Background: an optimization exercise with open tools, aiming at small area, a short achievable clock period and few clock cycles per item. Do not read the settings as production practice.
Function was checked by simulation only, so behaviour that the tests miss may differ from the original.

File: flow/run.sh
#!/bin/bash
# synth_recipe.tcl (not shown) runs the flow's synth.tcl, then flattens the netlist and writes it again
# the make line also repeats each setting of config.mk as NAME=value (left out here)
make -C /OpenROAD-flow-scripts/flow DESIGN_CONFIG=/design/flow/config.mk WORK_HOME=/design/flow/orfs CLKGATE_MAP_FILE= SYNTH_SCRIPT=/design/flow/synth_recipe.tcl finish
File: flow/design.v
module lwc (
  input  wire        clk,
  input  wire        rst,
  input  wire [31:0] pdi_data,
  input  wire        pdi_valid,
  output wire        pdi_ready,
  input  wire [31:0] sdi_data,
  input  wire        sdi_valid,
  output wire        sdi_ready,
  output wire [31:0] do_data,
  output wire        do_last,
  output wire        do_valid,
  input  wire        do_ready
);
  reg [319:0] st;           
  reg [127:0] key;
  reg [127:0] blk;          
  localparam BT_NONCE = 2'd0, BT_AD = 2'd1, BT_MSG = 2'd2, BT_TAG = 2'd3;
  localparam P_INSTR = 4'd0, P_KEY = 4'd1, P_NHDR = 4'd2, P_NONCE = 4'd3,
             P_AHDR = 4'd4, P_AD = 4'd5, P_APAD = 4'd6, P_MHDR = 4'd7,
             P_MSG = 4'd8, P_MPAD = 4'd9, P_THDR = 4'd10, P_TAG = 4'd11;
  localparam C_IDLE = 2'd0, C_PERM = 2'd1, C_TAG = 2'd2;
  localparam O_IDLE = 3'd0, O_DATA = 3'd1, O_THDR = 3'd2, O_TAG = 3'd3, O_STAT = 3'd4;
  reg        b_rdy;
  reg [1:0]  b_type;
  reg [4:0]  b_n;           
  reg        b_last;        
  reg [1:0]  wc;            
  reg [3:0]  ps;
  reg        p_dec;
  reg [15:0] rem;           
  reg        rle4, req4;    
  reg [2:0]  kcnt;
  reg [1:0]  kq;            
  reg [1:0]  cs;
  reg [3:0]  rnd;
  reg        lrnd;          
  reg        c_init;        
  reg        c_final;       
  reg        dpend;         
  reg [2:0]  os;
  reg        o_dec;
  reg        hdr_pend;
  reg        o_final;
  reg        tag_rdy;
  reg [3:0]  fpart;         
  wire       fail = |fpart;
  reg [1:0]  o_idx;
  reg [3:0]  obusy;         
  reg [31:0] od;
  reg        ol, ov;
  reg        pr, sr;
  reg [3:0]  wsel;          
  assign do_data   = od;
  assign do_last   = ol;
  assign do_valid  = ov;
  assign pdi_ready = pr;
  assign sdi_ready = sr;
  wire [63:0] x0 = st[319:256], x1 = st[255:192], x2 = st[191:128],
              x3 = st[127:64],  x4 = st[63:0];
  wire [7:0]  rc = {~rnd, rnd};
  wire [63:0] a0 = x0 ^ x4;
  wire [63:0] a2 = x2 ^ x1 ^ {56'd0, rc};
  wire [63:0] a4 = x4 ^ x3;
  wire [63:0] b0 = a0 ^ (~x1 & a2);
  wire [63:0] b1 = x1 ^ (~a2 & x3);
  wire [63:0] b2 = a2 ^ (~x3 & a4);
  wire [63:0] b3 = x3 ^ (~a4 & a0);
  wire [63:0] b4 = a4 ^ (~a0 & x1);
  wire [63:0] c0 = b0 ^ b4;
  wire [63:0] c1 = b1 ^ b0;
  wire [63:0] c2 = ~b2;
  wire [63:0] c3 = b3 ^ b2;
  wire [63:0] c4 = b4;
  wire [63:0] r0 = c0 ^ {c0[18:0], c0[63:19]} ^ {c0[27:0], c0[63:28]};
  wire [63:0] r1 = c1 ^ {c1[60:0], c1[63:61]} ^ {c1[38:0], c1[63:39]};
  wire [63:0] r2 = c2 ^ {c2[0],    c2[63:1]}  ^ {c2[5:0],  c2[63:6]};
  wire [63:0] r3 = c3 ^ {c3[9:0],  c3[63:10]} ^ {c3[16:0], c3[63:17]};
  wire [63:0] r4 = c4 ^ {c4[6:0],  c4[63:7]}  ^ {c4[40:0], c4[63:41]};
  wire last_rnd = lrnd;
  wire is_msg   = (b_type == BT_MSG);
  wire fin_blk  = is_msg && b_last;
  wire perm     = (cs == C_PERM);
  reg  absorb;    
  reg  st_step;   
  reg  etag;      
  reg  dtag;      
  reg  init;      
  wire dinit_ok = (cs == C_IDLE) && (kq == 2'd0);
  wire init_d   = pdi_valid && pr && ps == P_NONCE && wc == 2'd3 && dinit_ok;
  reg [15:0] bm, bp;        
  reg        rdec, k34, k23, dsep;
  integer j;
  wire [127:0] rrate = {r0, r1};
  reg  [127:0] rate_n, obk;
  always @* begin
    for (j = 0; j < 16; j = j + 1) begin
      obk[8*j +: 8] = rrate[8*j +: 8] ^ blk[8*j +: 8];
      if (bm[j])
        rate_n[8*j +: 8] = rdec ? blk[8*j +: 8] : obk[8*j +: 8];
      else
        rate_n[8*j +: 8] = rrate[8*j +: 8] ^ {bp[j], 7'd0};
    end
  end
  wire [63:0] x2_n = r2 ^ (k23 ? key[127:64] : 64'd0);
  wire [63:0] x3_n = r3 ^ (k23 ? key[63:0] : 64'd0) ^ (k34 ? key[127:64] : 64'd0);
  wire [63:0] x4_n = r4 ^ (k34 ? key[63:0] : 64'd0) ^ {63'd0, dsep};
  reg [127:0] obm;
  always @* begin
    for (j = 0; j < 16; j = j + 1)
      obm[8*j +: 8] = bm[j] ? obk[8*j +: 8] : 8'd0;
  end
  wire p_fire = pdi_valid && pr;
  wire s_fire = sdi_valid && sr;
  wire o_free = !ov || do_ready;
  wire [3:0] wmask = (b_n == 5'd0) ? 4'b0000 : (b_n <= 5'd4) ? 4'b1000 :
                     (b_n <= 5'd8) ? 4'b1100 : (b_n <= 5'd12) ? 4'b1110 : 4'b1111;
  reg [2:0]  kcnt_n; reg [1:0] kq_dec;
  reg [1:0]  cs_n;  reg [3:0] rnd_n; reg c_init_n, c_final_n, dpend_n;
  reg [2:0]  os_n;  reg o_final_n, tag_rdy_n; reg [3:0] fpart_n;
  reg [1:0]  o_idx_n; reg [3:0] obusy_n;
  reg [31:0] od_n;  reg ol_n, ov_n;
  reg        emit, hdr_clr, b_clr;
  always @* begin
    kcnt_n = kcnt; kq_dec = 2'd0;
    cs_n = cs; rnd_n = rnd; c_init_n = c_init; c_final_n = c_final; dpend_n = dpend;
    os_n = os; o_final_n = o_final;
    tag_rdy_n = tag_rdy; fpart_n = fpart; o_idx_n = o_idx; obusy_n = obusy;
    od_n = od; ol_n = ol; ov_n = ov;
    b_clr = 1'b0; hdr_clr = 1'b0;
    if (s_fire) begin
      kcnt_n = kcnt + 3'd1;
      if (kcnt == 3'd5) begin
        kcnt_n = 3'd0;
        kq_dec = 2'd1;
      end
    end
    if (perm) begin
      if (!last_rnd) rnd_n = rnd + 4'd1;
      else if (c_final) cs_n = C_TAG;
      else if (absorb) begin
        rnd_n = fin_blk ? 4'd0 : 4'd4;
        c_init_n = 1'b0;
        c_final_n = fin_blk;
        if (is_msg) begin
          dpend_n = 1'b0;
          obusy_n = wmask;
          o_idx_n = 2'd0;
          if (b_last) o_final_n = 1'b1;
        end
        b_clr = 1'b1;
      end
    end
    if (dtag) begin
      cs_n = C_IDLE; b_clr = 1'b1; tag_rdy_n = 1'b1;
      fpart_n = {blk[127:96] != st[127:96], blk[95:64] != st[95:64],
                 blk[63:32] != st[63:32], blk[31:0] != st[31:0]};
    end
    if (etag) begin
      cs_n = C_IDLE; tag_rdy_n = 1'b1; fpart_n = 4'd0;
      obusy_n = 4'b1111; o_idx_n = 2'd0;
    end
    if (init) begin
      cs_n = C_PERM; rnd_n = 4'd0; c_init_n = 1'b1; c_final_n = 1'b0; dpend_n = 1'b1;
      b_clr = 1'b1;
    end
    emit = 1'b0;
    if (o_free) begin
      case (os)
        O_IDLE: if (hdr_pend) begin
          emit = 1'b1; hdr_clr = 1'b1; os_n = O_DATA;
          od_n = {o_dec ? 8'h43 : 8'h52, 8'h00, rem}; ol_n = 1'b0;
        end
        O_DATA, O_TAG: if (obusy[~o_idx] && (os == O_DATA || tag_rdy)) begin
          emit = 1'b1;
          obusy_n[~o_idx] = 1'b0;
          o_idx_n = o_idx + 2'd1;
          case (o_idx)
            2'd0: od_n = blk[127:96];
            2'd1: od_n = blk[95:64];
            2'd2: od_n = blk[63:32];
            default: od_n = blk[31:0];
          endcase
          ol_n = 1'b0;
          if (os == O_TAG && o_idx == 2'd3) os_n = O_STAT;
        end
        O_THDR: begin
          emit = 1'b1; os_n = O_TAG;
          od_n = 32'h83000010; ol_n = 1'b0;
        end
        default: if (tag_rdy) begin
          emit = 1'b1; os_n = O_IDLE; tag_rdy_n = 1'b0;
          od_n = {fail ? 4'hF : 4'hE, 28'd0}; ol_n = 1'b1;
        end
      endcase
    end
    if (os == O_DATA && o_final && obusy == 4'd0) begin
      o_final_n = 1'b0;
      os_n = o_dec ? O_STAT : O_THDR;
    end
    ov_n = emit || (ov && !do_ready);
  end
  wire [3:0]  ps_a[0:1];  wire p_dec_a[0:1]; wire [15:0] rem_a[0:1];
  wire        rle4_a[0:1], req4_a[0:1]; wire [1:0] kq_a[0:1];
  wire        b_rdy_a[0:1]; wire [1:0] b_type_a[0:1]; wire [4:0] b_n_a[0:1];
  wire        b_last_a[0:1]; wire [1:0] wc_a[0:1]; wire hdr_pend_a[0:1];
  wire        o_dec_a[0:1], pr_a[0:1];
  wire [3:0]  wsel_a[0:1];
  wire        tag_blk = (cs_n == C_TAG) && !o_dec;
  wire        dtag_ok = (cs_n == C_TAG) && o_dec;
  genvar g;
  generate
    for (g = 0; g < 2; g = g + 1) begin : prs
      lwc_prs u (
        .pf(g == 1), .pdi_data(pdi_data),
        .ps(ps), .p_dec(p_dec), .rem(rem), .rle4(rle4), .req4(req4), .kq(kq),
        .b_rdy(b_rdy), .b_type(b_type), .b_n(b_n), .b_last(b_last), .wc(wc),
        .hdr_pend(hdr_pend), .o_dec(o_dec),
        .b_clr(b_clr), .hdr_clr(hdr_clr), .kq_dec(kq_dec),
        .obusy_n(obusy_n), .tag_blk(tag_blk), .os_idle_n(os_n == O_IDLE),
        .dtag_ok(dtag_ok), .dinit_ok(dinit_ok),
        .ps_n(ps_a[g]), .p_dec_n(p_dec_a[g]), .rem_n(rem_a[g]), .rle4_n(rle4_a[g]),
        .req4_n(req4_a[g]), .kq_n(kq_a[g]), .b_rdy_n(b_rdy_a[g]), .b_type_n(b_type_a[g]),
        .b_n_n(b_n_a[g]), .b_last_n(b_last_a[g]), .wc_n(wc_a[g]),
        .hdr_pend_n(hdr_pend_a[g]), .o_dec_n(o_dec_a[g]), .pr_n(pr_a[g]),
        .wsel_n(wsel_a[g]));
    end
  endgenerate
  wire pfi = p_fire;
  wire [1:0] kq_n = pfi ? kq_a[1] : kq_a[0];
  wire sr_n = (kq_n != 2'd0) && (cs_n != C_PERM) && !init_d;
  wire [3:0] rnd_x     = init_d ? 4'd0 : rnd_n;
  wire       c_init_x  = init_d ? 1'b1 : c_init_n;
  wire       c_final_x = init_d ? 1'b0 : c_final_n;
  wire       dpend_x   = init_d ? 1'b1 : dpend_n;
  wire [1:0] b_type_x  = pfi ? b_type_a[1] : b_type_a[0];
  wire       b_last_x  = pfi ? b_last_a[1] : b_last_a[0];
  wire [4:0] b_n_x     = pfi ? b_n_a[1] : b_n_a[0];
  wire       o_dec_x   = pfi ? o_dec_a[1] : o_dec_a[0];
  wire       lab_x     = (rnd_x == 4'd11) && !c_final_x;
  wire [1:0] cs_x      = init_d ? C_PERM : cs_n;
  wire       b_rdy_x   = pfi ? b_rdy_a[1] : b_rdy_a[0];
  wire [1:0] wc_x      = pfi ? wc_a[1] : wc_a[0];
  wire       perm_x    = (cs_x == C_PERM);
  wire       lrnd_x    = (rnd_x == 4'd11);
  wire       blk_ok_x  = b_rdy_x && (b_type_x == BT_AD || (b_type_x == BT_MSG && obusy_n == 4'd0));
  wire       etag_x    = (cs_x == C_TAG) && !o_dec_x && (os_n == O_THDR || os_n == O_TAG) &&
                         (b_rdy_x ? (b_type_x == BT_NONCE && kq_n == 2'd0) : wc_x == 2'd0);
  always @(posedge clk) begin
    if (rst) begin
      absorb <= 1'b0; st_step <= 1'b0; etag <= 1'b0; dtag <= 1'b0; init <= 1'b0;
    end else begin
      absorb  <= perm_x && lrnd_x && !c_final_x && blk_ok_x;
      st_step <= perm_x && (!lrnd_x || c_final_x || blk_ok_x);
      etag    <= etag_x;
      dtag    <= (cs_x == C_TAG) && o_dec_x && b_rdy_x && b_type_x == BT_TAG;
      init    <= b_rdy_x && b_type_x == BT_NONCE && kq_n == 2'd0 &&
                 (cs_x == C_IDLE || etag_x);
    end
  end
  always @(posedge clk) begin
    rdec <= (b_type_x == BT_MSG) && o_dec_x;
    k34  <= (rnd_x == 4'd11) && (c_init_x || c_final_x);
    k23  <= lab_x && (b_type_x == BT_MSG) && b_last_x;
    dsep <= lab_x && dpend_x && (b_type_x == BT_MSG);
    for (j = 0; j < 16; j = j + 1) begin
      bm[15-j] <= lab_x && (j < b_n_x);
      bp[15-j] <= lab_x && b_last_x && (j == b_n_x);
    end
  end
  always @(posedge clk) begin
    if (rst) begin
      ps <= P_INSTR; p_dec <= 1'b0; rem <= 16'd0; kcnt <= 3'd0; kq <= 2'd0;
      rle4 <= 1'b1; req4 <= 1'b0; lrnd <= 1'b0;
      b_rdy <= 1'b0; b_type <= BT_NONCE; b_n <= 5'd0; b_last <= 1'b0; wc <= 2'd0;
      cs <= C_IDLE; rnd <= 4'd0; c_init <= 1'b0; c_final <= 1'b0; dpend <= 1'b0;
      os <= O_IDLE; o_dec <= 1'b0; hdr_pend <= 1'b0; o_final <= 1'b0;
      tag_rdy <= 1'b0; fpart <= 4'd0; o_idx <= 2'd0; obusy <= 4'd0;
      ol <= 1'b0; ov <= 1'b0; pr <= 1'b1; sr <= 1'b0; wsel <= 4'd0;
    end else begin
      ps <= pfi ? ps_a[1] : ps_a[0];
      p_dec <= pfi ? p_dec_a[1] : p_dec_a[0];
      rem <= pfi ? rem_a[1] : rem_a[0];
      rle4 <= pfi ? rle4_a[1] : rle4_a[0];
      req4 <= pfi ? req4_a[1] : req4_a[0];
      kq <= kq_n;
      b_rdy <= pfi ? b_rdy_a[1] : b_rdy_a[0];
      b_type <= pfi ? b_type_a[1] : b_type_a[0];
      b_n <= pfi ? b_n_a[1] : b_n_a[0];
      b_last <= pfi ? b_last_a[1] : b_last_a[0];
      wc <= pfi ? wc_a[1] : wc_a[0];
      hdr_pend <= pfi ? hdr_pend_a[1] : hdr_pend_a[0];
      o_dec <= pfi ? o_dec_a[1] : o_dec_a[0];
      pr <= pfi ? pr_a[1] : pr_a[0];
      wsel <= pfi ? wsel_a[1] : wsel_a[0];
      kcnt <= kcnt_n; lrnd <= !init_d && (rnd_n == 4'd11);
      if (init_d) begin
        cs <= C_PERM; rnd <= 4'd0; c_init <= 1'b1; c_final <= 1'b0; dpend <= 1'b1;
      end else begin
        cs <= cs_n; rnd <= rnd_n; c_init <= c_init_n; c_final <= c_final_n; dpend <= dpend_n;
      end
      os <= os_n; o_final <= o_final_n;
      tag_rdy <= tag_rdy_n; fpart <= fpart_n; o_idx <= o_idx_n; obusy <= obusy_n;
      ol <= ol_n; ov <= ov_n; sr <= sr_n;
    end
  end
  always @(posedge clk) begin
    if (emit) od <= od_n;
    if (s_fire && kcnt >= 3'd2) key <= {key[95:0], sdi_data};
    if (init)
      st <= {64'h80800c0800000000, key, blk};
    else if (init_d)
      st <= {64'h80800c0800000000, key, blk[127:32], pdi_data};
    else if (st_step)
      st <= {rate_n, x2_n, x3_n, x4_n};
    if (etag)
      blk <= st[127:0];
    else if (absorb && is_msg)
      blk <= obm;
    else begin
      if (p_fire && wsel[3]) blk[127:96] <= pdi_data;
      if (p_fire && wsel[2]) blk[95:64]  <= pdi_data;
      if (p_fire && wsel[1]) blk[63:32]  <= pdi_data;
      if (p_fire && wsel[0]) blk[31:0]   <= pdi_data;
    end
  end
endmodule
module lwc_prs (
  input  wire        pf,
  input  wire [31:0] pdi_data,
  input  wire [3:0]  ps,
  input  wire        p_dec,
  input  wire [15:0] rem,
  input  wire        rle4, req4,
  input  wire [1:0]  kq,
  input  wire        b_rdy,
  input  wire [1:0]  b_type,
  input  wire [4:0]  b_n,
  input  wire        b_last,
  input  wire [1:0]  wc,
  input  wire        hdr_pend, o_dec,
  input  wire        b_clr, hdr_clr,
  input  wire [1:0]  kq_dec,
  input  wire [3:0]  obusy_n,
  input  wire        tag_blk, os_idle_n,
  input  wire        dtag_ok, dinit_ok,
  output reg  [3:0]  ps_n,
  output reg         p_dec_n,
  output reg  [15:0] rem_n,
  output wire        rle4_n, req4_n,
  output reg  [1:0]  kq_n,
  output reg         b_rdy_n,
  output reg  [1:0]  b_type_n,
  output reg  [4:0]  b_n_n,
  output reg         b_last_n,
  output reg  [1:0]  wc_n,
  output reg         hdr_pend_n, o_dec_n,
  output reg         pr_n,
  output reg  [3:0]  wsel_n
);
  localparam BT_NONCE = 2'd0, BT_AD = 2'd1, BT_MSG = 2'd2, BT_TAG = 2'd3;
  localparam P_INSTR = 4'd0, P_NHDR = 4'd2, P_NONCE = 4'd3,
             P_AHDR = 4'd4, P_AD = 4'd5, P_APAD = 4'd6, P_MHDR = 4'd7,
             P_MSG = 4'd8, P_MPAD = 4'd9, P_THDR = 4'd10, P_TAG = 4'd11;
  wire        seg_end = rle4;
  wire [4:0]  nbytes  = {wc, 2'b00} + (seg_end ? rem[2:0] : 3'd4);
  wire        blk_end = (wc == 2'd3) || seg_end;
  wire        full16  = (wc == 2'd3) && req4;
  wire        lz      = (pdi_data[15:0] == 16'd0);
  wire        hdr_in  = pf && (ps == P_AHDR || ps == P_MHDR);
  wire        dat_in  = pf && (ps == P_AD || ps == P_MSG);
  reg         tfree;
  assign rle4_n = hdr_in ? (pdi_data[15:0] <= 16'd4) : dat_in ? (seg_end || rem <= 16'd8) : rle4;
  assign req4_n = hdr_in ? (pdi_data[15:0] == 16'd4) : dat_in ? (rem == 16'd8) : req4;
  always @* begin
    ps_n = ps; p_dec_n = p_dec; rem_n = rem; kq_n = kq - kq_dec;
    b_rdy_n = b_rdy && !b_clr; b_type_n = b_type; b_n_n = b_n; b_last_n = b_last; wc_n = wc;
    hdr_pend_n = hdr_pend && !hdr_clr; o_dec_n = o_dec;
    case (ps)
      P_INSTR: if (pf) begin
        if (pdi_data[31:28] == 4'h7) begin
          kq_n = kq - kq_dec + 2'd1;
        end else begin
          ps_n = P_NHDR; p_dec_n = pdi_data[28];
        end
      end
      P_NHDR: if (pf) ps_n = P_NONCE;
      P_NONCE, P_TAG: if (pf) begin
        wc_n = wc + 2'd1;
        if (wc == 2'd3) begin
          b_rdy_n = !(ps == P_NONCE && dinit_ok);
          b_type_n = (ps == P_NONCE) ? BT_NONCE : BT_TAG;
          ps_n = (ps == P_NONCE) ? P_AHDR : P_INSTR;
        end
      end
      P_AHDR: if (pf) begin
        rem_n = pdi_data[15:0];
        ps_n = lz ? P_MHDR : P_AD;
      end
      P_AD, P_MSG: if (pf) begin
        wc_n = wc + 2'd1;
        rem_n = seg_end ? 16'd0 : rem - 16'd4;
        if (blk_end) begin
          wc_n = 2'd0;
          b_rdy_n = 1'b1;
          b_type_n = (ps == P_AD) ? BT_AD : BT_MSG;
          b_n_n = nbytes;
          b_last_n = seg_end && !full16;
          if (seg_end)
            ps_n = full16 ? ((ps == P_AD) ? P_APAD : P_MPAD)
                 : (ps == P_AD) ? P_MHDR : (p_dec ? P_THDR : P_INSTR);
        end
      end
      P_APAD, P_MPAD: if (!b_rdy) begin
        b_rdy_n = 1'b1;
        b_type_n = (ps == P_APAD) ? BT_AD : BT_MSG;
        b_n_n = 5'd0;
        b_last_n = 1'b1;
        ps_n = (ps == P_APAD) ? P_MHDR : (p_dec ? P_THDR : P_INSTR);
      end
      P_MHDR: if (pf) begin
        rem_n = pdi_data[15:0];
        hdr_pend_n = 1'b1;
        o_dec_n = p_dec;
        ps_n = lz ? P_MPAD : P_MSG;
      end
      P_THDR: if (pf) ps_n = P_TAG;
      default: ps_n = P_INSTR;
    endcase
    tfree = b_rdy_n && b_type_n == BT_TAG && dtag_ok;
    case (ps_n)
      P_INSTR:                 pr_n = !kq[1];
      P_NHDR, P_THDR:          pr_n = 1'b1;
      P_AHDR:                  pr_n = !hdr_pend_n;
      P_NONCE:                 pr_n = (!b_rdy_n || tfree) && !obusy_n[~wc_n] &&
                                      !(tag_blk && wc_n == 2'd0);
      P_TAG:                   pr_n = !b_rdy_n && !obusy_n[~wc_n] &&
                                      !(tag_blk && wc_n == 2'd0);
      P_AD:                    pr_n = !b_rdy_n && !obusy_n[~wc_n] &&
                                      !(tag_blk && wc_n == 2'd0);
      P_MSG:                   pr_n = !b_rdy_n && !obusy_n[~wc_n] && !hdr_pend_n;
      P_MHDR:                  pr_n = os_idle_n && !hdr_pend_n;
      default:                 pr_n = 1'b0;
    endcase
    if (pf && ps == P_AHDR)
      pr_n = !b_rdy_n && !obusy_n[~wc] && !(tag_blk && wc == 2'd0) &&
             os_idle_n && !hdr_pend_n;
    wsel_n = 4'd0;
    if (ps_n == P_NONCE || ps_n == P_AD || ps_n == P_MSG || ps_n == P_TAG)
      wsel_n[~wc_n] = 1'b1;
  end
endmodule
File: flow/config.mk
export PLATFORM = sky130hd
export DESIGN_NAME = lwc
export DESIGN_NICKNAME = lwc
export VERILOG_FILES = /design/flow/design.v
export SDC_FILE = /design/flow/constraint.sdc
export NUM_CORES = 4
export LEC_CHECK = 0
export CAP_MARGIN = 20
export CORE_MARGIN = 2
export CORE_UTILIZATION = 50
export PLACE_DENSITY = 0.7
export SETUP_SLACK_MARGIN = 3.0
export SLEW_MARGIN = 20
File: flow/constraint.sdc
create_clock -name core_clock -period 6.0 [get_ports {clk}]
set_input_delay 1.2000 -clock core_clock [delete_from_list [all_inputs] [get_ports {clk}]]
set_output_delay 1.2000 -clock core_clock [all_outputs]
set_load 0.01 [all_outputs]
==> impl_results.md, run 1 <==
- DRT Wirelength: about 280 mm
- Worst slew margin: 0.0713
- Routed via count: 49143
- CORE AREA: between 100000 and 150000 µm²
- Clock Sinks: approximately 720
- Drt drc: 0
- CP startpoint: st[55]
- Worst setup endpoint: st[14]
- Cell variety after synth: between 80 and 90
- # rows: 120
- Clock Tree Buf Depth: 3
- Final ANT Viol Nets: 0
- Pins Over Slew Limit: 0
- First-pass GRT wire length: between 300 and 400 mm
- Seq cells post-synth: 723
- Post-route minimum period: 3.28 ns
- R2R cell count: 8
- Antenna violations before repair: 21
- Dominant synthesized flop cell: edfxtp_1
- Clock root cell: clkbuf_16
- R2r setup slk: roughly 2.7 ns
- Wire per inst: approximately 37 µm
- Port bufs: about 100
- H-tree Lvls: 3
- Vias per cell: 6.51
- Mapped cell area: 53700 µm²
- Layout area overhead: 16.6%
- Worst EP required: roughly 6.4 ns
- GRT Total Usage: 0.491
- Detail Placement HPWL: 209 mm
- Mapped Cells: ~6000
- Status: complete, no violations
- Worst reg2reg path startpoint: st[55]
- Period utilisation layout: 0.547
- Worst-Margin Slew: around 1.4 ns
- Die Y: around 330 µm
- Post-synth ARST share: 0
- Syn_nets: 6207
- HP Class: register to register
- CP Capture Type: register
- Fmax: between 300 and 400 MHz
- Slowest stage delay, CP: between 0.5 and 0.6 ns
- Vias in the first global route: ~44000
- Final #Nets: approximately 6300
- Detailed Routing Iterations Pass 1: 7
- CP top delay family: XOR/XNOR gates
- CTS tree: yes
- Largest net degree at the start of global routing: 84
- YS warnings: 2
- Initial Utilization: 0.503
- PnR worst setup slack: 2.72 ns
- WHS: between 0.4 and 0.5 ns
- Worst Path Max Fanout: 5
- MaxCap Viol Count: 0
- CP arrival: about 3.7 ns
- Clock-pin slew on the worst setup and hold paths: around 0.07 ns
- Hold Buf Count CTS: 0
- Syn Area/Cell: about 9 µm²
- Setup Skew: between 0.03 and 0.04 ns
- Slowest CP cell: o21ai_1
- Path length in cells of the critical path: 8
- Reg2Reg Capture Point: st[14]
- Place WS: approximately 1.7 ns
- Die width: 332 µm
- Clock network latency to the later pin of the worst-skew pair: just over 0.7 ns
- EDFF count, synth: around 540
- Final setup viols: 0
- CP cell instances: xor2_1, nor2_1, xnor2_4, xnor2_1, xnor2_2, nand2_1, o21ai_1, o21ai_0
- RSZ-0062 raised after global routing: true
- CP bufs+invs: 0
- Final Hold Fails: 0
- CP Class: register to register
- Post-synthesis sequential area ratio: 0.371
- Worst Setup Start Kind: register
- Die footprint: 110000 µm²
- Grt total ovfl: 0
- Share of layout cells above drive strength 1: 0.113
- GPL Wtd Cong: between 1 and 1.5
- TritonCTS Buffers: 88
- Initial drt markers: 8858
- IO Pins: 105
## worst min-delay path by stage
stage | endpoint | slack, ns | cells past startpoint | from
4_1_cts | dpend | 0.48 | 2 | dpend
2_1_floorplan | dpend | 0.45 | 2 | dpend
6_report | dpend | 0.48 | 2 | dpend
5_1_grt | dpend | 0.49 | 2 | dpend
3_3_place_gp | c_init | 0.47 | 2 | c_init
3_5_place_dp | dpend | 0.47 | 2 | dpend
## cells in the mapped netlist (8+ instances only)
cell	count	area [µm²]
and2_1	18	113
xnor3_1	15	338
nand3_1	63	315
nand3b_1	18	135
a22o_1	33	289
clkbuf_1	339	1270
edfxtp_1	544	16300
nand4_1	33	206
o211ai_1	34	255
or3_1	12	75.1
a221oi_1	8	70.1
nor3b_1	18	135
ha_1	139	1740
o2111ai_1	16	140
and3_1	29	181
nor2b_1	21	131
nand2b_1	44	275
a22oi_1	83	623
dfxtp_1	179	3580
buf_2	17	85.1
o221ai_1	42	368
o21ai_0	524	2620
xnor2_1	1180	10300
nor4_1	27	169
a211oi_1	17	128
a31oi_1	13	81.3
nor3_1	43	215
xor2_1	483	4230
a21oi_1	256	1280
o31ai_1	20	150
inv_1	210	788
o21a_1	63	473
nor2_1	267	1000
buf_1	15	56.3
a222oi_1	32	320
nand2_1	985	3700
mux2i_1	40	400
## through the flow
step	cell area, µm²	TNS [ns]	cells	util
finish	62700	0	7547	0.586
global placement	57000	0	7320	0.533
CTS	61600	0	7507	0.576
detailed placement	57100	0	7320	0.534
floorplan	53800	-95.70	5999	-
global route	62700	0	7538	0.586
## flip-flops by register name, summed over array words and instances (netlist names), 3 cells and up
register	cells
bm	16
key	128
rem	16
st	320
ps	4
od	32
os	3
bp	16
rnd	4
kcnt	3
wsel	4
b_n	5
obusy	4
fpart	4
blk	128
## cells by family after synthesis
kind of cell,share of synthesized area
flops,0.371
xor+xnor,0.280
simple gates,0.129
buf+inv,0.0416
mux,0.00933
compound gates,0.137
fa+ha+maj,0.0324
## layout by cell type, fill, tap and decap left out, types with 40 or more instances in the layout
| cell | synthesis | routed |
|---|---|---|
| clkdlybuf4s50_1 | 0 | 89 |
| nor2_1 | 267 | 262 |
| xnor2_1 | 1180 | 1036 |
| xor2_2 | 3 | 41 |
| xor2_1 | 483 | 432 |
| o21a_1 | 63 | 63 |
| xnor2_2 | 1 | 117 |
| edfxtp_1 | 544 | 544 |
| nand3_1 | 63 | 59 |
| inv_1 | 210 | 208 |
| nand2_1 | 985 | 980 |
| a21oi_1 | 256 | 248 |
| o21ai_0 | 524 | 522 |
| o221ai_1 | 42 | 42 |
| nor3_1 | 43 | 40 |
| mux2i_1 | 40 | 40 |
| dfxtp_1 | 179 | 165 |
| clkbuf_16 | 0 | 88 |
| a22oi_1 | 83 | 83 |
| buf_4 | 3 | 205 |
| ha_1 | 139 | 135 |
| nand2b_1 | 44 | 43 |
## layout make-up
class / instances / area (µm²)
Multi-Input combinational cell: 4692 / 33900
Fill cell: 9358 / 44200
Tap cell: 1403 / 1760
Sequential cell: 723 / 20000
Antenna cell: 9 / 22.5
Clock buffer: 108 / 2360
Timing Repair Buffer: 344 / 3280
Inverter: 211 / 796
Clock inverter: 57 / 602
## worst min-delay path, stage by stage, from the launching register on
cell	delay, ns
dfxtp_1	0.30
a21oi_1	0.07
nor2_1	0.07
## repair_timing
action	in CTS	in global routing
pin swaps	18	33
setup buffers	16	30
cloned	6	1
resized for setup	185	118
endpoints found under the setup margin	803	497
## routing by layer
layer | GRT usage | routed length [µm] | up-vias
met3 | 0.171 | 42100 | 990
met4 | 0.382 | 27000 | 16
met2 | 0.687 | 111000 | 4047
met5 | 0.00217 | 102 | -
li1 | - | - | 20499
met1 | 0.616 | 99000 | 23591
Testbench counts, summed over its fixed seeds: cycles 19,275, bytes 20,910.
==> inputs of run 2 (changes only) <==
--- a/flow/design.v
+++ b/flow/design.v
@@ -47,6 +47,7 @@
   wire       fail = |fpart;
   reg [1:0]  o_idx;
   reg [3:0]  obusy;         
+  reg [1:0]  o_li, o_pb;    
   reg [31:0] od;
   reg        ol, ov;
   reg        pr, sr;
@@ -87,7 +88,8 @@
   reg  dtag;      
   reg  init;      
   wire dinit_ok = (cs == C_IDLE) && (kq == 2'd0);
-  wire init_d   = pdi_valid && pr && ps == P_NONCE && wc == 2'd3 && dinit_ok;
+  reg  init_dc;
+  wire init_d   = pdi_valid && init_dc;
   reg [15:0] bm, bp;        
   reg        rdec, k34, k23, dsep;
   integer j;
@@ -105,11 +107,6 @@
   wire [63:0] x2_n = r2 ^ (k23 ? key[127:64] : 64'd0);
   wire [63:0] x3_n = r3 ^ (k23 ? key[63:0] : 64'd0) ^ (k34 ? key[127:64] : 64'd0);
   wire [63:0] x4_n = r4 ^ (k34 ? key[63:0] : 64'd0) ^ {63'd0, dsep};
-  reg [127:0] obm;
-  always @* begin
-    for (j = 0; j < 16; j = j + 1)
-      obm[8*j +: 8] = bm[j] ? obk[8*j +: 8] : 8'd0;
-  end
   wire p_fire = pdi_valid && pr;
   wire s_fire = sdi_valid && sr;
   wire o_free = !ov || do_ready;
@@ -118,14 +115,15 @@
   reg [2:0]  kcnt_n; reg [1:0] kq_dec;
   reg [1:0]  cs_n;  reg [3:0] rnd_n; reg c_init_n, c_final_n, dpend_n;
   reg [2:0]  os_n;  reg o_final_n, tag_rdy_n; reg [3:0] fpart_n;
-  reg [1:0]  o_idx_n; reg [3:0] obusy_n;
+  reg [1:0]  o_idx_n; reg [3:0] obusy_n; reg [1:0] o_li_n, o_pb_n;
+  wire [4:0] b_n_m1 = b_n - 5'd1;
   reg [31:0] od_n;  reg ol_n, ov_n;
   reg        emit, hdr_clr, b_clr;
   always @* begin
     kcnt_n = kcnt; kq_dec = 2'd0;
     cs_n = cs; rnd_n = rnd; c_init_n = c_init; c_final_n = c_final; dpend_n = dpend;
     os_n = os; o_final_n = o_final;
-    tag_rdy_n = tag_rdy; fpart_n = fpart; o_idx_n = o_idx; obusy_n = obusy;
+    tag_rdy_n = tag_rdy; fpart_n = fpart; o_idx_n = o_idx; obusy_n = obusy; o_li_n = o_li; o_pb_n = o_pb;
     od_n = od; ol_n = ol; ov_n = ov;
     b_clr = 1'b0; hdr_clr = 1'b0;
     if (s_fire) begin
@@ -146,6 +144,8 @@
           dpend_n = 1'b0;
           obusy_n = wmask;
           o_idx_n = 2'd0;
+          o_li_n = b_n_m1[3:2];
+          o_pb_n = b_n[1:0];
           if (b_last) o_final_n = 1'b1;
         end
         b_clr = 1'b1;
@@ -158,7 +158,7 @@
     end
     if (etag) begin
       cs_n = C_IDLE; tag_rdy_n = 1'b1; fpart_n = 4'd0;
-      obusy_n = 4'b1111; o_idx_n = 2'd0;
+      obusy_n = 4'b1111; o_idx_n = 2'd0; o_pb_n = 2'd0;
     end
     if (init) begin
       cs_n = C_PERM; rnd_n = 4'd0; c_init_n = 1'b1; c_final_n = 1'b0; dpend_n = 1'b1;
@@ -181,6 +181,13 @@
             2'd2: od_n = blk[63:32];
             default: od_n = blk[31:0];
           endcase
+          if (o_idx == o_li)
+            case (o_pb)
+              2'd1: od_n[23:0] = 24'd0;
+              2'd2: od_n[15:0] = 16'd0;
+              2'd3: od_n[7:0]  = 8'd0;
+              default: ;
+            endcase
           ol_n = 1'b0;
           if (os == O_TAG && o_idx == 2'd3) os_n = O_STAT;
         end
@@ -241,6 +248,7 @@
   wire [1:0] cs_x      = init_d ? C_PERM : cs_n;
   wire       b_rdy_x   = pfi ? b_rdy_a[1] : b_rdy_a[0];
   wire [1:0] wc_x      = pfi ? wc_a[1] : wc_a[0];
+  wire [3:0] ps_x      = pfi ? ps_a[1] : ps_a[0];
   wire       perm_x    = (cs_x == C_PERM);
   wire       lrnd_x    = (rnd_x == 4'd11);
   wire       blk_ok_x  = b_rdy_x && (b_type_x == BT_AD || (b_type_x == BT_MSG && obusy_n == 4'd0));
@@ -249,6 +257,7 @@
   always @(posedge clk) begin
     if (rst) begin
       absorb <= 1'b0; st_step <= 1'b0; etag <= 1'b0; dtag <= 1'b0; init <= 1'b0;
+      init_dc <= 1'b0;
     end else begin
       absorb  <= perm_x && lrnd_x && !c_final_x && blk_ok_x;
       st_step <= perm_x && (!lrnd_x || c_final_x || blk_ok_x);
@@ -256,6 +265,8 @@
       dtag    <= (cs_x == C_TAG) && o_dec_x && b_rdy_x && b_type_x == BT_TAG;
       init    <= b_rdy_x && b_type_x == BT_NONCE && kq_n == 2'd0 &&
                  (cs_x == C_IDLE || etag_x);
+      init_dc <= (pfi ? pr_a[1] : pr_a[0]) && ps_x == P_NONCE && wc_x == 2'd3 &&
+                 cs_x == C_IDLE && kq_n == 2'd0;
     end
   end
   always @(posedge clk) begin
@@ -275,7 +286,7 @@
       b_rdy <= 1'b0; b_type <= BT_NONCE; b_n <= 5'd0; b_last <= 1'b0; wc <= 2'd0;
       cs <= C_IDLE; rnd <= 4'd0; c_init <= 1'b0; c_final <= 1'b0; dpend <= 1'b0;
       os <= O_IDLE; o_dec <= 1'b0; hdr_pend <= 1'b0; o_final <= 1'b0;
-      tag_rdy <= 1'b0; fpart <= 4'd0; o_idx <= 2'd0; obusy <= 4'd0;
+      tag_rdy <= 1'b0; fpart <= 4'd0; o_idx <= 2'd0; obusy <= 4'd0; o_li <= 2'd0; o_pb <= 2'd0;
       ol <= 1'b0; ov <= 1'b0; pr <= 1'b1; sr <= 1'b0; wsel <= 4'd0;
     end else begin
       ps <= pfi ? ps_a[1] : ps_a[0];
@@ -300,7 +311,7 @@
         cs <= cs_n; rnd <= rnd_n; c_init <= c_init_n; c_final <= c_final_n; dpend <= dpend_n;
       end
       os <= os_n; o_final <= o_final_n;
-      tag_rdy <= tag_rdy_n; fpart <= fpart_n; o_idx <= o_idx_n; obusy <= obusy_n;
+      tag_rdy <= tag_rdy_n; fpart <= fpart_n; o_idx <= o_idx_n; obusy <= obusy_n; o_li <= o_li_n; o_pb <= o_pb_n;
       ol <= ol_n; ov <= ov_n; sr <= sr_n;
     end
   end
@@ -309,14 +320,14 @@
     if (s_fire && kcnt >= 3'd2) key <= {key[95:0], sdi_data};
     if (init)
       st <= {64'h80800c0800000000, key, blk};
-    else if (init_d)
+    else if (init_dc)
       st <= {64'h80800c0800000000, key, blk[127:32], pdi_data};
     else if (st_step)
       st <= {rate_n, x2_n, x3_n, x4_n};
     if (etag)
       blk <= st[127:0];
     else if (absorb && is_msg)
-      blk <= obm;
+      blk <= obk;
     else begin
       if (p_fire && wsel[3]) blk[127:96] <= pdi_data;
       if (p_fire && wsel[2]) blk[95:64]  <= pdi_data;
==> impl_results.md, run 2 <==
- R2r setup slk: 2.80 ns
- Detail Placement HPWL: approximately 220 mm
- Largest net degree at the start of global routing: about 200
- Die width: between 300 and 400 µm
- EDFF count, synth: around 540
- Area occupied by registers: between 20000 and 25000 µm²
- CP Capture Type: register
- Post-route minimum period: approximately 3.2 ns
- TritonCTS Buffers: 90
- Worst-Margin Slew: around 1.4 ns
- Drt drc: 0
- Syn Area/Cell: roughly 9 µm²
- Cell total after placement: ~7000
- Most common cell after layout, fill and taps aside: xnor2_1
- Seq cells post-synth: about 730
- Worst Path Max Fanout: a little under 50
- DRT Wirelength: ~290 mm
- RSZ-0062 raised after global routing: true
- Final setup viols: 0
- Layout area overhead: 18.4%
- CP Class: register to register
- # rows: 120
- Yosys top cell by area: edfxtp_1
- Worst slew margin: 0.0903
- Fmax: between 300 and 400 MHz
- Cell variety after synth: between 80 and 90
- R2R cell count: 5
- Slowest stage delay, CP: approximately 0.87 ns
- GPL Wtd Cong: approximately 1.1
- Synth top area cells: edfxtp_1 30%, xnor2_1 17%, xor2_1 7.5%
- HP Class: register to register
- First-pass GRT wire length: approximately 380 mm
- Pins Over Slew Limit: 0
- Status: complete, no violations
- Top-area cell type share of the netlist area: 0.304
- Grt total ovfl: 0
- Fill count: 9365
- Hold Buf Count CTS: 0
- Footprint of the multi-input gates: ~35000 µm²
- GRT Total Usage: 0.506
- Total Neg Setup Slack: 0 ns
- Non-filler instance count after layout: 7475
- Syn_nets: 6023
- Final #Nets: 6188
- Reg with most FFs: st
- Clock Sinks: roughly 730
- Max FFs per register: 320
- IO Pins: about 110
- Worst Hold Launch: st[297]
- Path length in cells of the critical path: 5
- Wire per inst: between 30 and 40 µm
- CP bufs+invs: 1
- Hold Path Depth: 2
- Clock root cell: clkbuf_16
- Final ANT Viol Nets: 0
- Post-synthesis sequential area ratio: 0.372
- YS warnings: 2
- CORE AREA: roughly 110000 µm²
- CTS tree: yes
- Initial drt markers: ~9000
- Antenna violations before repair: 28
- H-tree Lvls: 3
- MaxCap Viol Count: 0
- WHS Endpoint: st[297]
- Post-synth ARST share: 0
- CP cell instances: buf_4, nand2_1, nor2_1, a311o_1, o21ai_0
- Initial Utilization: 0.503
- Mapped Cells: around 5800
- Commonest non-fill, non-tap cells in the layout: 928 x xnor2_1, 873 x nand2_1, 547 x o21ai_0, 544 x edfxtp_1, 361 x xor2_1
- Port bufs: approximately 100
- Post-synth top cells: 1070 x xnor2_1, 878 x nand2_1, 551 x o21ai_0, 544 x edfxtp_1, 463 x xor2_1
- Biggest regs: st (320), blk (128), key (128)
- Vias in the first global route: 44174
- CP top delay family: flip-flops
- Mapped cell area: 53800 µm²
- Worst EP required: 6.40 ns
- Routed via count: 49929
- Die footprint: 110000 µm²
- Die Y: about 330 µm
- Clock-pin slew on the worst setup and hold paths: about 0.07 ns
- Worst reg2reg path startpoint: rdec
- Final Hold Fails: 0
- CP arrival: around 3.6 ns
- Dominant synthesized flop cell: edfxtp_1
- Detailed Routing Iterations Pass 1: 10
- Reg2Reg Capture Point: st[211]
- Clock network latency to the later pin of the worst-skew pair: between 0.7 and 0.8 ns
- Setup Skew: 0.0390 ns
- Period utilisation layout: 0.533
- Vias per cell: roughly 6.7
- Top-count cell post-synth: xnor2_1
- Worst Setup Start Kind: register
- Share of layout cells above drive strength 1: 0.137
- Slowest CP cell: dfxtp_4
- Clock Tree Buf Depth: 3
[run 2: cell types whose count changed after synthesis, moves of 41 or more]
cell / previous run / this run
nor2_1: 267 / 308
clkbuf_1: 339 / 258
nand2_1: 985 / 878
o21a_1: 63 / 9
a22oi_1: 83 / 15
a21oi_1: 256 / 199
a32oi_1: 5 / 49
xnor2_1: 1180 / 1070
[run 2: worst max path at each step]
| stage | start | end | slack (ns) |
|---|---|---|---|
| floorplan | sdi_valid | key[0] | 2.44 |
| global placement | pdi_data[13] | wsel[1] | 1.43 |
| detailed placement | pdi_data[13] | wsel[2] | 1.45 |
| CTS | st[86] | blk[67] | 2.73 |
| global route | st[36] | st[231] | 2.83 |
| finish | rdec | st[211] | 2.80 |
[run 2: through the flow]
stage	area [µm²]	utilization	setup slack, ns	hold WS [ns]
2_1_floorplan	53900	-	2.44	0.446
3_3_place_gp	57300	0.536	1.43	0.459
3_5_place_dp	57400	0.537	1.45	0.477
4_1_cts	62000	0.580	2.73	0.491
5_1_grt	63600	0.595	2.83	0.513
6_report	63700	0.596	2.80	0.493
[run 2: repair_timing]
item | CTS | global route
endpoints found under the setup margin | 325 | 351
pin swaps | 16 | 39
resized for setup | 221 | 195
buffers inserted | 18 | 55
[run 2: metal layers]
metal / global-route usage / vias up / routed length [µm]
met1: 0.645 / 24157 / 102000
met5: 0 / - / 124
met3: 0.190 / 1034 / 44500
li1: - / 20427 / -
met2: 0.682 / 4291 / 112000
met4: 0.405 / 20 / 28500
[run 2: kinds of logic (layout without fill, tap and decap cells)]
family,Yosys count,in the layout,share of synthesized area
xor+xnor,1600,1600,0.278
simple gates,1567,1567,0.127
compound gates,1157,1157,0.133
flops,728,728,0.372
buf+inv,513,755,0.0360
fa+ha+maj,148,148,0.0341
mux,100,100,0.0196
other cells,0,17,0
[run 2: final cells by class]
| type | instances | area share |
|---|---|---|
| diodes | 17 | 0.000668 |
| clock buffers | 126 | 0.0409 |
| clock inverters | 43 | 0.00709 |
| inverters | 218 | 0.0133 |
| multi-input cells | 4572 | 0.545 |
| flip-flops and latches | 728 | 0.315 |
| well taps | 1403 | 0.0276 |
| repair buffers | 368 | 0.0508 |
[run 2: tightest hold or removal path, stage by stage, from the launching register on]
cell     delay [ns]
dfxtp_1        0.32
nand2_1        0.05
o21ai_0        0.06
Testbench counts of run 2, summed over its fixed seeds: cycles 19,275, bytes 20,910.
==> inputs of run 3 (changes only) <==
--- a/flow/config.mk
+++ b/flow/config.mk
@@ -9,5 +9,5 @@
 export CORE_MARGIN = 2
 export CORE_UTILIZATION = 50
 export PLACE_DENSITY = 0.7
-export SETUP_SLACK_MARGIN = 3.0
+export SETUP_SLACK_MARGIN = 3.3
 export SLEW_MARGIN = 20
==> impl_results.md, run 3 <==
- Mapped Cells: 5813
- Period utilisation layout: 0.512
- Final #Nets: approximately 6500
- Place WS: between 1.5 and 2 ns
- RSZ-0062 raised after global routing: true
- Layout area overhead: 30.3%
- Final setup viols: 0
- Final ANT Viol Nets: 0
- Fmax: around 330 MHz
- Vias per cell: ~6.7
- Clock-pin slew on the worst setup and hold paths: approximately 0.060 ns
- Pins Over Slew Limit: 0
- Final Cell Area: approximately 70000 µm²
- GPL Wtd Cong: around 1.1
- CP arrival: between 3 and 4 ns
- First-pass GRT wire length: a little under 400 mm
- Top-count cell post-synth: xnor2_1
- Post-synth ARST share: 0
- # rows: 120
- Seq cells post-synth: approximately 730
- Die footprint: 110000 µm²
- Mapped cell area: 53800 µm²
- Final Hold Fails: 0
- Post-synthesis sequential area ratio: 0.372
- CP Capture Type: register
- Wire per inst: 38.3 µm
- Commonest non-fill, non-tap cells in the layout: 864 x nand2_1, 762 x xnor2_1, 544 x edfxtp_1, 525 x o21ai_0, 441 x buf_4
- Worst Setup Start Kind: register
- Die width: approximately 330 µm
- Post-route minimum period: ~3 ns
- CORE AREA: around 110000 µm²
- Clock network latency to the later pin of the worst-skew pair: 0.72 ns
- GRT Total Usage: 0.520
- Largest net degree at the start of global routing: 174
- YS warnings: 2
- Top-area cell type share of the netlist area: 0.304
- IO Pins: about 110
- Dominant synthesized flop cell: edfxtp_1
- Initial drt markers: ~9200
- Clock Tree Buf Depth: 3
- Syn_nets: around 6000
- Cell variety after synth: 84
- Post-synth top cells: 1070 x xnor2_1, 878 x nand2_1, 551 x o21ai_0, 544 x edfxtp_1, 463 x xor2_1
- Worst Path Max Fanout: 4
- Worst-Margin Slew: around 1.3 ns
- WHS: between 0.4 and 0.5 ns
- Routed via count: 51990
- H-tree Lvls: 3
- TritonCTS Buffers: 89
- Detail Placement HPWL: ~220 mm
- Setup Skew: about 0.044 ns
- Most common cell after layout, fill and taps aside: nand2_1
- Synth top area cells: edfxtp_1 30%, xnor2_1 17%, xor2_1 7.5%
- EDFF count, synth: 544
- Detailed Routing Iterations Pass 1: 10
- Grt total ovfl: 0
- Vias in the first global route: roughly 46000
- Worst EP required: ~6.6 ns
- Reg with most FFs: st
- Yosys top cell by area: edfxtp_1
- PnR worst setup slack: around 2.9 ns
- Biggest regs: st (320), blk (128), key (128)
- Hold Buf Count CTS: 0
- DRT Wirelength: between 200 and 300 mm
- Worst slew margin: 0.143
- MaxCap Viol Count: 0
- Port bufs: roughly 100
- Share of layout cells above drive strength 1: 0.233
- Die Y: between 300 and 400 µm
- HP Class: register to register
- Initial Utilization: 0.503
- DP Area: approximately 58000 µm²
- CP Class: register to register
- Antenna violations before repair: 24
- Post-layout util: 0.656
- CTS tree: yes
- Total Neg Setup Slack: 0 ns
- Drt drc: 0
- Status: complete, no violations
- Clock root cell: clkbuf_16
- Max FFs per register: 320
- Syn Area/Cell: 9.25 µm²
- Clock Sinks: 728
run 3: cell count changes in the layout (fill, tap and decap cells not counted), sizes merged:
cell / previous run / this run
buf: 265 / 566
clkdlybuf4s50: 84 / 45
dlygate4sd2: 7 / 39
bufinv: 8 / 11
diode: 17 / 14
dlymetal6s2s: 6 / 3
inv: 218 / 221
clkdlybuf4s15: 2 / 0
bufbuf: 0 / 1
clkinv: 32 / 31
clkinvlp: 3 / 4
nand3: 55 / 56
run 3: kinds of logic (layout without fill, tap and decap cells):
family	after synthesis	after routing	share of synthesized area
other cells	0	14	0
compound gates	1157	1157	0.133
xor+xnor	1600	1600	0.278
fa+ha+maj	148	148	0.0341
mux	100	100	0.0196
flops	728	728	0.372
buf+inv	513	1051	0.0360
simple gates	1567	1568	0.127
run 3: final timing paths:
kind	from	to	slack, ns	cells after the start
setup / recovery	st[18]	fpart[0]	2.93	8
setup reg to reg	st[18]	fpart[0]	2.93	8
hold reg to reg	c_init	c_init	0.49	2
hold / removal	c_init	c_init	0.49	2
run 3: timing repair:
item                       4_1_cts  5_1_grt
buffers inserted               149      215
setup endpoints to repair      918      426
pin swaps                      113      202
cloned                           2        1
resized for setup              586      452
run 3: cell type report:
| type | instances | area, µm² |
|---|---|---|
| Tap cell | 1403 | 1760 |
| Multi-Input combinational cell | 4573 | 38100 |
| Sequential cell | 728 | 20100 |
| Antenna cell | 14 | 35.0 |
| Inverter | 218 | 845 |
| Clock inverter | 49 | 568 |
| Clock buffer | 119 | 2430 |
| Timing Repair Buffer | 665 | 6220 |
| Fill cell | 8634 | 36800 |
run 3: through the flow:
stage	instances
6_report	7769
5_1_grt	7755
4_1_cts	7534
3_5_place_dp	7215
3_3_place_gp	7212
2_1_floorplan	5813
run 3: layer usage:
metal	track usage	share of wire
met4	0.432	0.11
met5	0	0.0013
met1	0.646	0.34
met3	0.222	0.16
met2	0.693	0.38
run 3: critical path, cell delays in order, from the launching register on:
cell,delay (ns)
edfxtp_1,0.50
buf_4,0.20
xnor2_2,0.29
nand4_1,0.38
nor4_1,0.45
nand4_1,0.22
nor4_1,0.62
buf_4,0.27
nor2_1,0.04
==> inputs of run 4 (changes only) <==
--- a/flow/config.mk
+++ b/flow/config.mk
@@ -9,5 +9,5 @@
 export CORE_MARGIN = 2
 export CORE_UTILIZATION = 50
 export PLACE_DENSITY = 0.7
-export SETUP_SLACK_MARGIN = 3.3
-export SLEW_MARGIN = 20
+export SETUP_SLACK_MARGIN = 3.0
+export SLEW_MARGIN = 60
==> impl_results.md, run 4 <==
- Top-area cell type share of the netlist area: 0.304
- Worst slew margin: 0.509
- Die footprint: ~110000 µm²
- TritonCTS Buffers: between 80 and 90
- Vias in the first global route: around 45000
- Drt drc: 0
- Vias per cell: approximately 6.7
- Yosys top cell by area: edfxtp_1
- Most common cell after layout, fill and taps aside: nand2_1
- Initial drt markers: around 8600
- Clock network latency to the later pin of the worst-skew pair: approximately 0.71 ns
- YS warnings: 2
- Fmax: approximately 320 MHz
- Worst Path Max Fanout: 17
- Wire per inst: 38.2 µm
- Final ANT Viol Nets: 0
- CP Class: register to register
- Max FFs per register: 320
- Share of layout cells above drive strength 1: 0.163
- Biggest regs: st (320), blk (128), key (128)
- Setup Skew: ~0.024 ns
- Syn_nets: 6023
- Layout area overhead: 21.7%
- IO Pins: approximately 110
- Antenna violations before repair: 24
- GRT Total Usage: 0.508
- CP Capture Type: register
- Final #Nets: between 6000 and 7000
- Dominant synthesized flop cell: edfxtp_1
- Non-filler instance count after layout: approximately 7500
- R2r setup slk: 2.86 ns
- # rows: between 100 and 150
- Post-route minimum period: between 3 and 4 ns
- Detail Placement HPWL: roughly 220 mm
- Final setup viols: 0
- MaxCap Viol Count: 0
- Seq cells post-synth: 728
- Period utilisation layout: 0.523
- Die Y: about 330 µm
- EDFF count, synth: 544
- CORE AREA: 107000 µm²
- Top-count cell post-synth: xnor2_1
- H-tree Lvls: 3
- Largest net degree at the start of global routing: between 90 and 100
- Grt total ovfl: 0
- Pins Over Slew Limit: 0
- Syn Area/Cell: approximately 9.3 µm²
- Cell total after placement: roughly 7300
- Routed via count: between 50000 and 60000
- DRT Wirelength: around 290 mm
- First-pass GRT wire length: 382 mm
- Cell variety after synth: 84
- Clock Tree Buf Depth: 3
- Post-synth ARST share: 0
- Worst EP required: approximately 6.5 ns
- Worst Setup Start Kind: register
- Post-synthesis sequential area ratio: 0.372
- Hold Buf Count CTS: 0
- RSZ-0062 raised after global routing: true
- Initial Utilization: 0.503
- Worst-Margin Slew: roughly 0.73 ns
- Clock-pin slew on the worst setup and hold paths: approximately 0.060 ns
- Clock Sinks: 728
- Detailed Routing Iterations Pass 1: 8
- HP Class: register to register
- GPL Wtd Cong: between 1 and 1.5
- Total Neg Setup Slack: 0 ns
- WHS: approximately 0.5 ns
- Synth top area cells: edfxtp_1 30%, xnor2_1 17%, xor2_1 7.5%
- Final Hold Fails: 0
- Status: complete, no violations
- CP arrival: ~3.6 ns
- CTS tree: yes
- Commonest non-fill, non-tap cells in the layout: 873 x nand2_1, 866 x xnor2_1, 544 x edfxtp_1, 532 x o21ai_0, 337 x xor2_1
- Reg with most FFs: st
- Mapped cell area: approximately 54000 µm²
- Port bufs: 104
- Mapped Cells: 5813
- Post-synth top cells: 1070 x xnor2_1, 878 x nand2_1, 551 x o21ai_0, 544 x edfxtp_1, 463 x xor2_1
- Die width: 332 µm
- Clock root cell: clkbuf_16
[run 4: cell counts after synthesis]
No cell type changed its count.
[run 4: stage by stage]
stage	utilization	setup slack (ns)	area, µm²
after CTS	0.600	2.92	64100
after global routing	0.612	2.86	65400
after detailed placement	0.570	1.60	61000
final	0.612	2.86	65500
after floorplan	-	2.44	53900
after global placement	0.536	1.43	57300
[run 4: cell type report]
class	instances	area, µm²
fillers	9124	41400
clock buffers	118	2450
inverters	218	837
diodes	9	22.5
repair buffers	432	4040
well taps	1403	1760
flip-flops and latches	728	20100
multi-input cells	4572	36000
clock inverters	40	349
[run 4: cell families after synthesis]
logic type,after synthesis,share of synthesized area
buffers and inverters,513,0.0360
flip-flops,728,0.372
multiplexers,100,0.0196
adder cells (fa/ha/maj),148,0.0341
AO/OA/AOI/OAI,1157,0.133
XOR/XNOR,1600,0.278
AND/OR/NAND/NOR,1567,0.127
[run 4: worst max-delay path, stage by stage (launching register included)]
cell,delay [ns]
dfxtp_4,0.36
buf_4,0.16
inv_1,0.19
ha_2,0.59
buf_4,0.48
a222oi_1,0.16
buf_1,0.18
o21ai_1,0.35
a21oi_1,0.12
a21oi_1,0.30
[run 4: per-layer routing]
layer | global-route usage | vias up | wire length (µm)
met3 | 0.189 | 1081 | 44700
met2 | 0.681 | 4254 | 111000
met4 | 0.412 | 22 | 29700
li1 | - | 20534 | -
met5 | 0.0122 | - | 306
met1 | 0.648 | 24297 | 102000
[run 4: timing repair]
action / in CTS / in global routing
endpoints found under the setup margin: 87 / 123
gates resized for setup: 75 / 104
pin swaps: 10 / 27
setup buffers: 16 / 40
[run 4: worst paths after layout]
| path | startpoint | to | cells past startpoint |
|---|---|---|---|
| worst max-delay path | o_idx[0] | od[28] | 9 |
| worst min-delay path | st[275] | st[275] | 2 |
| worst max register to register | o_idx[0] | od[28] | 9 |
| worst min register to register | st[275] | st[275] | 2 |

[re-timing with driven ports]
How much do the figures lean on ideal ports? The routed layouts below were timed once more, with nothing changed but the port constraints. Step 1 assumes that a clkbuf_16 drives the clock port and a buf_2 every other input. Step 2 also shifts input and output timing later by t, the mid clock arrival at the registers, as if the neighbouring blocks saw the same clock. Three values: ideal ports, drivers, drivers and shift; two values: the first two.
| run | shift t [ns] | slack for setup (ns) | latest minus earliest clock arrival (ns) |
|---|---|---|---|
| run 1 | 0.788 | 2.718 / 2.718 / 2.320 | 0.031 / 0.031 |
| run 2 | 0.790 | 2.800 / 2.800 / 2.115 | 0.040 / 0.040 |
| run 3 | 0.786 | 2.930 / 2.930 / 2.436 | 0.047 / 0.047 |
| run 4 | 0.786 | 2.863 / 2.863 / 2.277 | 0.025 / 0.025 |
After both steps every run listed still meets setup and hold. For run 2, which loses most, drivers alone change the setup slack by 0.000 ns; drivers and shift together by -0.685 ns.
